This design comes from an exercise in tuning for small area on the open sky130 flow, not from production work.
Function was checked by simulation only, so behaviour that the tests miss may differ from the original.
No activity file was given, so power comes from the tool's default toggle rates.

**flow/design.v**
```verilog
module decoder ( input wire [4:0] x, output reg [6:0] y );
    always @(*) begin
        case(x)
            'd0:     y = 'b1000000;         
            'd1:     y = 'b1111001;         
            'd2:     y = 'b0100100;         
            'd3:     y = 'b0110000;         
            'd4:     y = 'b0011001;         
            'd5:     y = 'b0010010;         
            'd6:     y = 'b0000010;         
            'd7:     y = 'b1111000;         
            'd8:     y = 'b0000000;         
            'd9:     y = 'b0010000;         
            'd10:    y = 'b0001000;         
            'd11:    y = 'b0000011;         
            'd12:    y = 'b1000110;         
            'd13:    y = 'b0100001;         
            'd14:    y = 'b0000110;         
            'd15:    y = 'b0001110;         
            'd16:    y = 'b0101111;         
            default: y = 'b1111111;
        endcase
    end
endmodule
`timescale 1ns / 1ps
module top
#(
    parameter speed = 1,
    parameter newclkc = 15,
    parameter std_score = 5,
    parameter error_str_count = 10000000
)
(
    input                   clk,
    input                   resetn,
    input       [15:0]      SW,
    input       [4:0]       BTN,
    output      [15:0]      LED,
    output                  DP,
    output      [7:0]       AN,
    output      [6:0]       C
    );
    localparam STATE_START_MENU = 'd0;
    localparam STATE_GAME = 'd1;
    localparam STATE_ERROR = 'd2;
    reg         [7:0]       cnt1;
    reg         [7:0]       cnt2;
    reg         [7:0]       score;
    reg                     isearlier;
    reg                     realisearlier;
    reg                     side;
    reg         [15:0]      tempLED;
    reg         [7:0]       tempAN;
    reg         [1:0]       switch_delay_btn1;
    reg         [1:0]       switch_delay_btn2;
    reg         [1:0]       delay_isearlier;
    reg         [1:0]       state;
    reg         [1:0]       nextstate;
    reg         [1:0]       flag_left;
    reg         [1:0]       flag_right;
    reg         [15:0]      flag_counter;
    reg         [15:0]      flag_counter1;
    reg [4:0] x;
    assign DP = 'b1;
    wire newClk;
    wire switch_start_press_btn1;
    wire switch_start_press_btn2;
    wire isearlier_w;
    assign isearlier_w = delay_isearlier[1] & !delay_isearlier[0];
    assign switch_start_press_btn1 = switch_delay_btn1[1] & !switch_delay_btn1[0];
    assign switch_start_press_btn2 = switch_delay_btn2[1] & !switch_delay_btn2[0];
    always @(posedge clk) begin
        if(!resetn) switch_delay_btn1 <= 'b0;
        else begin
            switch_delay_btn1[1] <= BTN[2];
            switch_delay_btn1[0] <= switch_delay_btn1[1];
        end
    end
    always @(posedge clk) begin
        if(!resetn) switch_delay_btn2 <= 'b0;
        else begin
            switch_delay_btn2[1] <= BTN[3];
            switch_delay_btn2[0] <= switch_delay_btn2[1];
        end
    end
    always @(posedge clk) begin
        if(!resetn) delay_isearlier <= 'b0;
        else begin
            delay_isearlier[1] <= isearlier;
            delay_isearlier[0] <= delay_isearlier[1];
        end
    end
    always @(posedge clk) begin
        state <= nextstate;
    end
    always @(posedge clk) begin
        if(!resetn) score <= std_score;
        else if(BTN[2] && state == STATE_START_MENU && switch_start_press_btn1 && score < 20) begin
            score <= score + 1;
        end
        else if(BTN[3] && score > 0 && state == STATE_START_MENU && switch_start_press_btn2) score <= score - 1;
        else if(BTN[4] && state == STATE_ERROR) score <= std_score;
    end
    always @(*) begin
        case(state)
            STATE_START_MENU: begin
                if(!resetn) nextstate = STATE_START_MENU;
                else if(BTN[1]) begin
                    if(score == 0) nextstate = STATE_ERROR;
                    else nextstate = STATE_GAME;
                end
                else nextstate = STATE_START_MENU;
            end
            STATE_GAME: begin
                if(!resetn) nextstate = STATE_START_MENU;
                else if(cnt1 == score || cnt2 == score) nextstate = STATE_START_MENU;
                else nextstate = STATE_GAME;
            end
            STATE_ERROR: begin
                if(!resetn) nextstate = STATE_START_MENU;
                else if(BTN[4]) begin
                    nextstate = STATE_START_MENU;
                end
                else nextstate = STATE_ERROR;
            end
            default: nextstate = STATE_START_MENU;
        endcase
    end
    reg [7:0] cnt1_n;
    reg [7:0] cnt2_n;
    always @(*) begin
        cnt1_n = cnt1;
        cnt2_n = cnt2;
        if(cnt1 == score || cnt2 == score) begin
            cnt1_n = 8'd0;
            cnt2_n = 8'd0;
        end
        if(state == STATE_GAME) begin
            if(tempLED == {1'b1, 15'b0} || flag_left == 1) cnt1_n = cnt1_n + 1'b1;
            if(tempLED == {15'b0, 1'b1} || flag_right == 1) cnt2_n = cnt2_n + 1'b1;
        end
    end
    always @(posedge clk) begin
        if(~resetn) begin
            cnt1 <= 8'd0;
            cnt2 <= 8'd0;
            flag_left <= 2'd0;
            flag_right <= 2'd0;
            flag_counter <= 16'd0;
            flag_counter1 <= 16'd0;
        end
        else if(newClk) begin
            cnt1 <= cnt1_n;
            cnt2 <= cnt2_n;
            if(state == STATE_GAME) begin
                if (SW[0]) flag_counter <= flag_counter +1'd1;
                if (flag_counter > 'd20) flag_right <=  1'd1;
                if (SW[0] == 0) begin
                    flag_right <= 0;
                    flag_counter <= 0;
                end
                if (SW[15]) flag_counter1 <= flag_counter1 +1'd1;
                if (flag_counter1 > 'd20) flag_left <=  1'd1;
                if (SW[15] == 0) begin
                    flag_left <= 0;
                    flag_counter1 <= 0;
                end
            end
        end
    end
    always @(posedge clk) begin
        if(!resetn) realisearlier <= 'b0;
        else begin
            if(isearlier_w) realisearlier <= 'b1;
            else if(tempLED == {1'b1, 15'b0} || tempLED == {15'b0, 1'b1}) realisearlier <= 'b0;
        end
    end
    always @(posedge clk) begin
        if(~resetn) isearlier <= 1'b0;
        else begin
            if(state == STATE_GAME) begin
                if((SW[0] && tempLED != 16'd2) || (SW[15] && tempLED != {1'b0, 1'b1, 14'b0})) isearlier <= 1'b1;
                if(tempLED == {1'b1, 15'b0} || tempLED == {15'b0, 1'b1}) isearlier <= 1'b0;
            end
        end
    end
    reg side_n;
    always @(*) begin
        side_n = side;
        if(tempLED == {14'b0, 1'b1, 1'b0} && SW[0] && !realisearlier) side_n = ~side_n;
        if(tempLED == {1'b0, 1'b1, 14'b0} && SW[15] && !realisearlier) side_n = ~side_n;
        if(tempLED == {15'b0, 1'b1} || tempLED == {1'b1, 15'b0}) side_n = ~side_n;
    end
    always @(posedge clk) begin
        if(~resetn) begin
            tempLED <= 'd32;
            side <= 'b0;
        end
        else if(newClk) begin
            if(state == STATE_GAME) begin
                side <= side_n;
                if(tempLED == {15'b0, 1'b1} || tempLED == {1'b1, 15'b0}) begin
                    tempLED <= {8'b0, 1'b1, 7'b0};
                end
                else begin
                    case(side_n)
                        'b0: tempLED <= {tempLED[14:0], tempLED[15]};  
                        'b1: tempLED <= {tempLED[0], tempLED[15:1]};
                    endcase
                end
            end
        end
    end
    reg [28:0] prescale_an;
    always @(posedge clk) begin
        if (~resetn) begin
            prescale_an <= 29'b0;
        end
        else if (prescale_an >= error_str_count) begin
            prescale_an <= 29'b0;
        end
        else prescale_an <= prescale_an + 1'b1;
    end
    reg [28:0] prescale;
    always @(posedge clk) begin
        if (~resetn) begin
            prescale <= 29'b0;
        end
        else if (prescale >= newclkc) begin
            prescale <= 29'b0;
        end
        else prescale <= prescale + speed;
    end
    reg [9:0] tic_an;
    always @(posedge clk) begin
        if(!resetn) begin
            tempAN <= 'b11111101;
            tic_an <= 10'd0;
        end
        else if(tic_an == 10'd1000) begin
            if(state == STATE_GAME) begin
                if(tempAN == 'b11111101) tempAN <= 8'b10111111;
                else tempAN <= {tempAN[6:0], tempAN[7]};  
                tic_an <= 10'd0;
            end
            else if(state == STATE_START_MENU) begin
                if(tempAN == 'b11111101) tempAN <= 8'b11110111;
                else tempAN <= {tempAN[6:0], tempAN[7]};
                tic_an <= 10'd0;
            end
            else if(state == STATE_ERROR) begin
                if(tempAN == 'b01111111) tempAN <= 8'b11110111;
                else tempAN <= {tempAN[6:0], tempAN[7]};
                tic_an <= 10'd0;
            end
        end
        else tic_an <= tic_an + 1'b1;
    end
    always @(posedge clk) begin
        if(state == STATE_GAME) begin
            case(tempAN)
                'b11111110: x <= cnt1 % 10;
                'b11111101: x <= cnt1 / 10;
                'b01111111: x <= cnt2 / 10;
                'b10111111: x <= cnt2 % 10;
            endcase
        end
        else if(state == STATE_START_MENU) begin
            case(tempAN)
                'b01111111: x <= 5'd5;   
                'b10111111: x <= 5'd12;  
                'b11011111: x <= 5'd0;  
                'b11101111: x <= 5'd16;  
                'b11110111: x <= 5'd14;  
                'b11111110: x <= score % 10;
                'b11111101: x <= score / 10;
            endcase
        end
        else if(state == STATE_ERROR) begin
            case(tempAN)
                'b01111111: x <= 5'd14;   
                'b10111111: x <= 5'd16;  
                'b11011111: x <= 5'd16;  
                'b11101111: x <= 5'd0;  
                'b11110111: x <= 5'd16;  
            endcase
        end
    end
    wire [4:0] wire_x = x;
    decoder dc(.x(wire_x), .y(C));
    assign AN = tempAN;
    assign newClk = (prescale >= newclkc);
    assign LED[15:0] = tempLED[15:0];
endmodule
```
**flow/config.mk**
```make
export PLATFORM = sky130hd
export DESIGN_NAME = top
export DESIGN_NICKNAME = top
export VERILOG_FILES = /design/flow/design.v
export SDC_FILE = /design/flow/constraint.sdc
export NUM_CORES = 4
export LEC_CHECK = 0
export CAP_MARGIN = 20
export CORE_MARGIN = 2
export CORE_UTILIZATION = 40
export SLEW_MARGIN = 20
```
**flow/constraint.sdc**
```tcl
create_clock -name core_clock -period 10.0 [get_ports {clk}]
set_input_delay 2.0000 -clock core_clock [delete_from_list [all_inputs] [get_ports {clk}]]
set_output_delay 2.0000 -clock core_clock [all_outputs]
set_load 0.01 [all_outputs]
```
**flow/run.sh**
```bash
#!/bin/bash
# synth_recipe.tcl (not shown) runs the flow's synth.tcl, then flattens the netlist and writes it again
# the make line also repeats each setting of config.mk as NAME=value (left out here)
make -C /OpenROAD-flow-scripts/flow DESIGN_CONFIG=/design/flow/config.mk WORK_HOME=/design/flow/orfs CLKGATE_MAP_FILE= SYNTH_SCRIPT=/design/flow/synth_recipe.tcl finish
```
==> key figures <==
STA
  • Fin crit share: between 70 and 80%
  • Worst slew pin tran: about 1.1 ns
  • RSZ-0062 raised after global routing: no
  • Final hold vios: 0
  • Max Slew Vio Count: 0
  • Fmax: between 0.1 and 0.15 GHz
  • Setup TNS: 0 ns
  • Final setup fails: 0
  • Final min period: between 7 and 8 ns
  • Slew HR: 28.5%
  • Setup Skew: 0.0179 ns

Synth
  • Post-synth top area cell: dfxtp_1
  • Mux share of post-synthesis cell area: 4.35%
  • Synth Area in XOR/XNOR: under 10%
  • Most common library cells after synthesis: dfxtp_1 (139), nand2_1 (127), nor2_1 (104), o21ai_0 (59)
  • Compound-Gate Fraction of Synth Area: a little over a fifth
  • Share of synthesized registers carrying an async set or reset: 0%
  • Post-Syn Area per Cell: approximately 7.9 um^2
  • Yosys warns: 2
  • Top FF cell, synth: dfxtp_1
  • Synth area leaders: dfxtp_1 (30%), nand2_1 (5.1%), xor2_1 (4.9%)
  • Mapped Cells: 1169
  • Count leader, synth: dfxtp_1
  • Main combinational cell family by area after synthesis: simple AND/OR/NAND/NOR gates
  • Sequential element share of the synthesized area: 31.6%
  • Post-synthesis cell type count: 88
  • Post-Syn Area: about 9300 um^2
  • Synth Area in Adders: between 3 and 4%
  • Post-synth EDFFs: 5
  • Yosys reg bits: roughly 140
  • Synth Area in Simple Gates: 27.5%
  • Area share of the largest cell type after synthesis: a little under a third

Setup path
  • Critical path depth in cells: 24
  • Worst Path Required: roughly 10 ns
  • Crit path DAT: 7.35 ns
  • Crit path max-delay family: simple AND/OR/NAND/NOR gates
  • Crit path buffers/inverters: 1
  • Type of destination of the critical path: flop
  • Crit-path most repeated cell: ha_1
  • CP max stage delay: about 0.6 ns
  • CP startpoint kind: flop
  • Critical-path cell list: and4_1 -> and2_1 -> mux2_2 -> ha_1 -> or2_2 -> a221oi_1 -> nand3_1 -> and2_1 -> o21ai_0 -> a21boi_0 -> ha_1 -> and3_1 -> a311oi_1 -> o221ai_1 -> a2111oi_0 -> a311oi_1 -> nand3_1 -> o211ai_1 -> or2_2 -> o21ai_1 -> inv_1 -> ha_1 -> or4_1 -> o211a_1
  • Critical path type: reg -> reg
  • CP max stage cell: dfxtp_1
  • Crit path max fanout: 13
  • Worst reg2reg path depth: 24

Worst hold path
  • Hold WC Path Type: reg -> reg
  • Hold depth: 1

Place
  • Dpl hpwl: ~16 mm
  • RePlAce Congestion: 0.845
  • IO Port Bufs: 38

Global routing
  • Global-route wire length before repair: 38.1 mm
  • Antenna violations before repair: 0
  • Global-route usage over all layers: about a fifth
  • Total grt overflow: 0
  • Vias in the first global route: 7724
  • Largest net degree at the start of global routing: 67

Floorplan
  • Initial core utilization: between 40 and 50%
  • Die ar.: about 24000 um^2
  • Die width: around 160 um
  • I/O pin cnt: 55
  • FP Rows: 55
  • Placeable Area: ~23000 um^2
  • Chip height: between 150 and 200 um

Route
  • Detailed Route WL: between 20 and 25 mm
  • Via count: between 8000 and 9000
  • Wire length per cell: 15.0 um
  • DR DRC count: 0
  • TritonRoute pass-1 iters: 5
  • Final antenna-violating net count: 0
  • Drt via density: about 5.6
  • 1st-iter DRT viols: 521

Power and ir drop
  • Power per cell area: 127 nW/um^2
  • Tot Pwr: about 1.3 mW
  • Leak: around 4 nW
  • Worst vdd ir: around 0.090 mV

Clock network
  • Max Root-Sink Buffers: 2
  • Root buf cell: clkbuf_16
  • Clk sink count: 144
  • Num CTS Buffers: 17
  • Clk slew on worst S/H paths: ~0.070 ns
  • Worst skew pair latency: 0.44 ns
  • Cts repair resizes: 0
  • H-tree Lvls: 4
  • Hold-fix buffers, CTS: 0
  • CTS tree: built
  • Post-CTS Setup Bufs: 0

Finish
  • Nets: between 1000 and 1500
  • Antenna cells: 0
  • Layout cells sized above 1: 7.17%
  • Filler instances: between 2000 and 2500
  • Area Growth Syn to Fin: 12.7%

Run status
  • Status: complete, no violations

Job
  • Max-cap violations: 0
## logic make-up after synthesis
kind of cell	Yosys count
buffers and inverters	108
muxes	39
and+or+nand+nor	498
xor gates and xnor gates	72
adders and majority gates	25
other	2
DFF	144
AOI/OAI and AO/OA	281
## power breakdown
part | total, mW | leakage (nW) | switching [mW] | internal (mW)
logic | 0.0762 | 2.40 | 0.0436 | 0.0325
clock network | 0.645 | 0.292 | 0.305 | 0.340
registers | 0.604 | 1.20 | 0.0113 | 0.593
## area by class of cell
class | count | area, um^2 | share of cell area (%)
Tap cell | 285 | 357 | 3.41
Multi-Input combinational cell | 941 | 5990 | 57.3
Sequential cell | 144 | 2930 | 28.1
Timing Repair Buffer | 47 | 440 | 4.22
Clock inverter | 15 | 175 | 1.68
Inverter | 35 | 131 | 1.26
Clock buffer | 17 | 425 | 4.07
## cell usage in the layout, fill, tap and decap left out, drive strengths merged, types with 32 or more instances in the layout
master | synthesis | routed
nand3 | 43 | 43
nand2 | 127 | 127
o21ai | 66 | 66
inv | 34 | 45
nor2 | 106 | 106
and2 | 42 | 42
xor2 | 52 | 52
mux2i | 32 | 32
a21oi | 57 | 57
clkdlybuf4s50 | 0 | 37
dfxtp | 139 | 139
## final timing paths
path,startpoint,end,slack (ns)
worst max-delay path,tempAN[5],C[6],2.98
worst min-delay path,delay_isearlier[1],delay_isearlier[0],0.45
worst max register to register,tempAN[5],C[6],2.98
worst min register to register,delay_isearlier[1],delay_isearlier[0],0.45
## flip-flops by register name, summed over array words and instances (netlist names), 5 cells and up
| name | flops |
|---|---|
| flag_counter1 | 16 |
| cnt2 | 8 |
| C | 7 |
| tempLED | 16 |
| cnt1 | 8 |
| x | 5 |
| prescale | 29 |
| flag_counter | 16 |
| score | 8 |
| tempAN | 8 |
| tic_an | 10 |
## per-layer routing
layer / wire [um] / share of wire [%] / up-vias / track usage, %
met4: 279 / 1.3 / 0 / 5.85
met1: 10700 / 48 / 3838 / 25.6
li1: - / - / 4255 / -
met2: 10400 / 47 / 147 / 30.7
met5: 0 / 0 / - / 0
met3: 877 / 4.0 / 22 / 3.49
## metrics by stage
step                      cells  worst slack [ns]  util (%)  hold slack (ns)  cell area (um^2)
after floorplan            1193              3.64         -            0.427              9360
after global placement     1451              3.11      43.3            0.434              9840
after detailed placement   1452              3.02      43.4            0.442              9850
after CTS                  1484              2.99      46.0            0.457             10400
after global routing       1484              2.43      46.0            0.495             10400
final                      1484              2.98      46.0            0.450             10400

==> afterwards: timing with drivers on the ports <==
Ports are ideal in the flow. The routed layout listed here was re-timed in OpenROAD. Step 1 assumes that a clkbuf_16 drives the clock port and a buf_2 every other input. Step 2 times the ports against the registers' clock, not the clock port: input delays grow and output delays shrink by t, the midpoint of the rising clock arrivals with the driver on. Three values: no drivers, after step 1, after step 2; two values: the first two.
shift t [ns]: 0.474
setup WS [ns]: 2.981 / 2.981 / 2.981
worst setup path after step 2: register to register
After both steps setup and hold are still met in this run. The setup slack of this run moves by 0.000 ns with the drivers and by 0.000 ns with both steps.
